This design comes from an exercise in tuning for small area and a short achievable clock period on the open sky130 flow, not from production work. Function was checked by simulation only, so behaviour that the tests miss may differ from the original. No activity file was given, so power comes from the tool's default toggle rates.

Setup of the previous run:
// MyMain
module MyMain( R, G, B,Vsync, Hsync,Display0, Display1, Display2, Display3, kyClk, kyData, clk,kd, c0, c1, c2, c3, rst);
Size: ~1500 cells after synthesis, ~130 flip-flops, about 70 I/O pins.
Settings: LEC_CHECK=0, CAP_MARGIN=20, CORE_MARGIN=2, CORE_UTILIZATION=65, CTS_BUF_LIST=sky130_fd_sc_hd__clkbuf_8, CTS_CLUSTER_DIAMETER=100, CTS_CLUSTER_SIZE=40, PLACE_DENSITY=0.8, SLEW_MARGIN=20, TNS_END_PERCENT=5; clock period 125.0 ns.
standard.sh (not shown) runs the stock make flow with config.mk's settings and CLKGATE_MAP_FILE= SYNTH_SCRIPT=/design/flow/synth_recipe.tcl, a recipe that flattens the netlist after the stock synthesis.
==> flow/flow/run.sh <==
#!/bin/bash
# Layout flow: the standard layout (standard.sh: the standard synthesis,
# floorplan, power grid, placement, clock tree and routing) with three
# settings of its own, passed to ORFS through the environment:
#  - the ports are buffered with a plain buffer (buf_2) instead of the delay
#    cell that port buffering picks by default;
#  - timing repair is asked for a setup margin of 98.9 ns, so that it also
#    works on the paths from the inputs and to the outputs, which the 125 ns
#    clock otherwise leaves with a large slack;
#  - the clock tree is built without dummy loads.
# The whole output of the flow goes to standard.log here, and ORFS writes each
# step's log under orfs/logs.
set -o pipefail
export BUFFER_PORTS_ARGS="-buffer_cell sky130_fd_sc_hd__buf_2"
export SETUP_SLACK_MARGIN=98.9
export CTS_ARGS="-sink_clustering_enable -repair_clock_nets -dont_use_dummy_load -sink_clustering_size 40 -sink_clustering_max_diameter 100 -buf_list sky130_fd_sc_hd__clkbuf_8"
bash standard.sh 2>&1 | tee standard.log
The previous run finished end to end and its layout was clean on timing, DRC and antenna.
### the previous run -> the current run
--- a/flow/design.v
+++ b/flow/design.v
@@ -274,22 +274,24 @@
 wire [8:0] YT4 = add({6'd0, YT3}, step(run ? ty : {xcarry, 1'b0}), 1'b0);
 wire hwrap = !iclk && (HC >= 10'd836);
 wire [9:0] HC4 = (rst || hwrap) ? {9'd18, !rst} : add({5'd0, HC}, 15'd0, !iclk);
 wire [9:0] VC4 = (rst || hwrap && (VC >= 10'd556)) ? 10'd32 : add({5'd0, VC}, 15'd0, hwrap);
 wire [5:0] A4 = rst ? 6'd0 : add({9'd0, A_inc}, 15'd0, run);
 wire goal = run && Gl;
-wire [3:0] CN4 = (rst || wend || goal && curnum0 == 4'd9) ? 4'd0 : add({11'd0, curnum0}, 15'd0, goal);
+wire [3:0] CN3 = (wend || goal && curnum0 == 4'd9) ? 4'd0 : add({11'd0, curnum0}, 15'd0, goal);
+wire [3:0] CN4 = rst ? 4'd0 : CN3;
 always @(posedge sysclk) begin
 	XB <= rst ? 10'd308 : X4;
 	YB <= rst ? 9'd332 : Y4;
 	XT <= rst ? 10'd340 : XT4;
 	YT <= rst ? 9'd445 : YT4;
 	HC <= HC4;
 	VC <= VC4;
 	A_inc <= A4;
 	curnum0 <= CN4;
+	Seg0 <= rst ? 7'b1000000 : seg7(CN3);      
 end
 function win29;
 	input [4:0] v;       
 	win29 = (v >= 1) && (v <= 29);
 endfunction
 wire [9:0]  Hb = add({5'd0, HC}, ~{5'd0, X4}, 1'b1);    
@@ -316,34 +318,29 @@
 	if (rst) begin
 		dx <= 0;
 		dy <= 0;
 		dxb <= 2'b10;
 		dyb <= 0;
 		c1 <= 0;
-		Seg0 <= 7'b1000000;
 	end else if (!iclk) begin
 		if (draw) begin
 			if (!win) begin
 				dx <= dx3;
 				dy <= dy3;
 				dxb <= cdxb;
 				dyb <= cdyb;
 				if (Gl) begin
-					if (curnum0 == 4'd9) begin
-						Seg0 <= seg7(4'd0);
+					if (curnum0 == 4'd9)
 						c1 <= 1'b1;
-					end else
-						Seg0 <= seg7(add({11'd0, curnum0}, 15'd0, 1'b1));
 				end
 			end else if (win_end) begin
 				dx <= 0;
 				dy <= 0;
 				dyb <= 0;
 				dxb <= 2'b10;
 				c1 <= 0;
-				Seg0 <= 7'b1000000;
 			end
 		end
 	end
 end
 always @(posedge sysclk) begin
 	if (rst) begin
### Flow results
For the worst setup slack after placement, the current run came in 0.86 ns higher than the previous run did. The current run gives more share of cells above drive strength 1 than the previous run did. Final design instance area without fill (the current run vs. the previous run) decreases slightly. Every run (the previous run and the current run) finished clean. Delta (the current run minus the previous run): total power consumption of the routed design moved down, summed instance area of the synthesized netlist decreased by about 1% relative to the old numbers, power per cell area shrank by 0.25 mW/mm^2, share of total power consumed by net switching went down. Of the previous run and the current run, the previous run shows the higher number of post-CTS setup repair buffers, with the current run below it. The previous run leaves less setup margin than the current run. Relative to the previous run, the placer's final routability congestion estimate measured on the current run has decreased slightly.

-- separate check: timing with driven ports --
No port has a modelled driver above. Below, the same layouts with a new extraction and two added sets of constraints. Step 1: set_driving_cell puts a clkbuf_16 on clk and a buf_2 on each other input, an assumption about the parent block. Step 2, shift: input delay + t, output delay - t, t = (earliest + latest rising clock arrival at the registers) / 2. This alone moves slack from input paths to output paths. a / b / c = no drivers / after step 1 / after step 2; a / b = the first two.
run	t (ns)	setup slack, ns	hold WS [ns]	worst setup path at the end
the previous run	0.484	98.832 / 98.790 / 98.386	0.459 / 0.459 / 0.459	input to register
the current run	0.485	98.862 / 98.826 / 98.423	0.480 / 0.480 / 0.480	input to register
After both steps every run listed still meets setup and hold. The setup slack of the previous run, which loses most, moves by -0.042 ns with the drivers and by -0.446 ns with both steps.
